Background: an optimization exercise with open tools, aiming at small area. Do not read the settings as production practice.
Function was checked by simulation only, so behaviour that the tests miss may differ from the original.

## run 1
// main
module main (input clk_in, start_button, T_frame_switch, ADC_SDAT, reset,
             output Hold_IV, Reset_IV, D_out,
             output ADC_SCLK, ADC_CS_N, ADC_SADDR,
             output Tx_out,
             output led, led_sw);
assign led = start_button;
assign led_sw = T_frame_switch;
assign ADC_SADDR = 1'b0;
reg p_rst, p_rec, p_hold, p_seq;
wire idle = ~(p_rst | p_rec | p_hold | p_seq);
reg  [17:0] Mo;
reg  [15:0] S;                        
wire [25:0] M = {S[15:8], Mo};
wire m_fb       = ~(M[25] ^ M[20]);
wire m_8001     = (M & 26'h00de151) == 26'h0018150;     
wire m_rec_end  = T_frame_switch ? ((M & 26'h3ef7fff) == 26'h1ed1172)    
                                 : ((M & 26'h3fdb19f) == 26'h1a8211d);   
wire start   = idle & ~start_button;
wire go_rec  = p_rst  & m_8001;
wire go_hold = p_rec  & m_rec_end;
wire go_seq  = p_hold & m_8001;
wire m_clr   = idle | go_hold;
reg [5:0]  K;
reg [12:0] U;
wire run = (K != 6'd19);
wire u_fb  = ~(U[12] ^ U[9]);
wire u1    = (U & 13'h0004) == 13'h0004;    
wire u3    = (U & 13'h0010) == 13'h0010;    
wire u16   = (U & 13'h0030) == 13'h0010;    
wire u17   = (U & 13'h0108) == 13'h0100;    
wire u5208 = (U & 13'h173e) == 13'h1638;    
wire u5209 = (U & 13'h0e7d) == 13'h020d;    
  ...
Size: ~260 cells after synthesis, ~2300 µm² of cells after synthesis.
Settings: LEC_CHECK=0, CAP_MARGIN=20, CORE_MARGIN=2, CORE_UTILIZATION=60, CTS_BUF_LIST=sky130_fd_sc_hd__clkbuf_4, CTS_CLUSTER_DIAMETER=200, CTS_CLUSTER_SIZE=40, SLEW_MARGIN=20; clock period 20.0 ns.
standard.sh (not shown) runs the stock make flow with config.mk's settings and CLKGATE_MAP_FILE= SYNTH_SCRIPT=/design/flow/synth_recipe.tcl, a recipe that flattens the netlist after the stock synthesis.
==> flow/flow/run.sh <==
#!/bin/bash
# Own layout flow: the standard flow, with
#  - the standard synthesis's combinational logic re-mapped by ABC for area
#    (every flip-flop instance, its name and its cell are kept as synthesized),
#  - port buffers of the smallest buffer cell,
#  - a clock tree without dummy loads.
# Each tool's output goes to a log file in this folder.
set -euo pipefail
HERE=$(pwd)
FL=$HERE/flow
LIB=$FLOW_HOME/platforms/$FLOW_PLATFORM/lib/sky130_fd_sc_hd__tt_025C_1v80.lib
RES=$HERE/orfs/results/$FLOW_PLATFORM/main/base
export BUFFER_PORTS_ARGS="-buffer_cell sky130_fd_sc_hd__buf_1"
export CTS_ARGS="-sink_clustering_enable -repair_clock_nets -dont_use_dummy_load -buf_list sky130_fd_sc_hd__clkbuf_4 -sink_clustering_size 40 -sink_clustering_max_diameter 200"

# 1. standard synthesis
bash standard.sh synth > synth.log 2>&1

# 2. re-map the combinational logic for area
python3 $FL/splitlib.py $LIB comb.lib seq.lib > splitlib.log 2>&1
DONT=$(awk '/DONT_USE_CELLS/{f=1} f{print} f&&!/\\$/{f=0}' $FLOW_HOME/platforms/$FLOW_PLATFORM/config.mk | grep -o 'sky130_fd_sc_hd__[A-Za-z0-9_]*' | sort -u)
DU=$(echo "$DONT" | sed 's/^/-dont_use /' | tr '\n' ' ')
cp $RES/1_2_yosys.v 1_2_yosys.standard.v
cat > remap.ys <<EOF
read_liberty -ignore_miss_func comb.lib
read_liberty -lib seq.lib
read_verilog 1_2_yosys.standard.v
hierarchy -top $FLOW_TOP
flatten
opt_clean
abc -liberty $LIB $DU -script $FL/remap.abc
opt_clean -purge
hilomap -singleton -hicell sky130_fd_sc_hd__conb_1 HI -locell sky130_fd_sc_hd__conb_1 LO
insbuf -buf sky130_fd_sc_hd__buf_1 A X
tee -o remap_stat.txt stat -liberty $LIB
write_verilog -noattr -noexpr 1_2_yosys.remapped.v
EOF
yosys -s remap.ys > remap.log 2>&1
# the flip-flops must be exactly the standard synthesis's
grep -o 'sky130_fd_sc_hd__[a-z]*df[a-z]*_[0-9]* [^ ]*' 1_2_yosys.standard.v | sort > flops.standard.txt
grep -o 'sky130_fd_sc_hd__[a-z]*df[a-z]*_[0-9]* [^ ]*' 1_2_yosys.remapped.v | sort > flops.remapped.txt
echo "$DONT" > dont_use.txt
if cmp -s flops.standard.txt flops.remapped.txt && ! grep -q -w -F -f dont_use.txt 1_2_yosys.remapped.v; then
  cp 1_2_yosys.remapped.v $RES/1_2_yosys.v
  rm -f $RES/1_synth.odb $RES/1_synth.sdc
  bash standard.sh synth > synth_odb.log 2>&1
else
  echo "flip-flops changed; keeping the standard netlist" > remap_skipped.log
fi

# 3. the rest of the standard flow
bash standard.sh > layout.log 2>&1
==> flow/flow/remap.abc <==
strash
dch
map -a
topo
Other scripts of this flow, unchanged in this note and not shown: flow/flow/splitlib.py
Run 1 did not stop at any stage, and its layout met the timing, design-rule and antenna checks.
Inputs modified between run 1 and run 2:
-- flow/flow/run.sh --
<<< run 1, line 14
export CTS_ARGS="-sink_clustering_enable -repair_clock_nets -dont_use_dummy_load -buf_list sky130_fd_sc_hd__clkbuf_4 -sink_clustering_size 40 -sink_clustering_max_diameter 200"
>>> run 2, line 14
export CTS_ARGS="-sink_clustering_enable -repair_clock_nets -dont_use_dummy_load -buf_list sky130_fd_sc_hd__clkbuf_16 -sink_clustering_size 64 -sink_clustering_max_diameter 500"
- Looking at routing usage on met1 across run 1 and run 2, the one that comes out higher is run 2.
- As far as maximum frequency is concerned, run 2 and run 1 perform about the same.
- Status: period utilization parity (run 1, run 2)
- In the tables for run 1 and run 2, hold slack reads lower with run 1.
- Diff run 1 and run 2: cell area higher in run 2
- Run 2: all stages complete, timing, DRC and antenna checks passed
- Smallest setup slack after layout: run 2 vs run 1, no meaningful difference
- Against run 1, wire length of the first global-routing pass in run 2 rose by a few percent.
- As far as count of endpoints failing setup in the final report goes, run 1 and run 2 are indistinguishable; the numbers are identical.
- Lower routing usage on met2 was reported by run 1, not run 2.
Here is what was changed in the inputs of run 3 compared with run 2.
-- flow/flow/run.sh --
<<< run 2, line 14
export CTS_ARGS="-sink_clustering_enable -repair_clock_nets -dont_use_dummy_load -buf_list sky130_fd_sc_hd__clkbuf_16 -sink_clustering_size 64 -sink_clustering_max_diameter 500"
>>> run 3, line 14
export CTS_ARGS="-sink_clustering_enable -repair_clock_nets -dont_use_dummy_load -buf_list sky130_fd_sc_hd__clkbuf_2 sky130_fd_sc_hd__clkbuf_4 -sink_clustering_size 12 -sink_clustering_max_diameter 60"
==> flow/flow/remap.abc <==
strash
dc2
dc2
dc2
dch
amap
topo
### Flow results
No final results exist for run 3, since it was stopped by error STA-0564 during clock tree synthesis (4_1_cts).
Compared with run 2, run 3 shows final estimated routing congestion in global placement that has gone up by more than 10%.
Taking run 2 as the reference, in run 3 half-perimeter wire length after detailed placement now smaller; horizontal extent of the die decreased by 1.9% relative to the old numbers.
Diff run 2 -> run 3 | synthesized area divided by synthesized cell count | increase of 8.5%
Re post-synthesis net count: run 3 is 11% down on run 2.
Run 2 -> run 3: total number of placement rows decreased by a few percent
The run showing the smaller gate count of the mapped netlist is run 3.

==> static timing again, ports no longer ideal <==
In the flow no input, the clock included, has a driving cell. The finished layouts below were timed again as built, in two steps.
Step 1 (the two cells are an assumption about what drives the block):
set clk [get_ports {clk_in}]
set_driving_cell -lib_cell sky130_fd_sc_hd__clkbuf_16 $clk
set_driving_cell -lib_cell sky130_fd_sc_hd__buf_2 [delete_from_list [all_inputs] $clk]
Step 2 times the ports against the registers' clock, not the clock port: input delays grow and output delays shrink by t, the midpoint of the rising clock arrivals with the driver on.
Three values: no drivers, after step 1, after step 2; two values: the first two.
run	t (ns)	setup WS [ns]	worst data-port slew with drivers (ns)
run 1	0.408	11.723 / 11.700 / 11.700	0.05
run 2	0.345	11.723 / 11.700 / 11.700	0.05
After both steps every run listed still meets setup and hold.
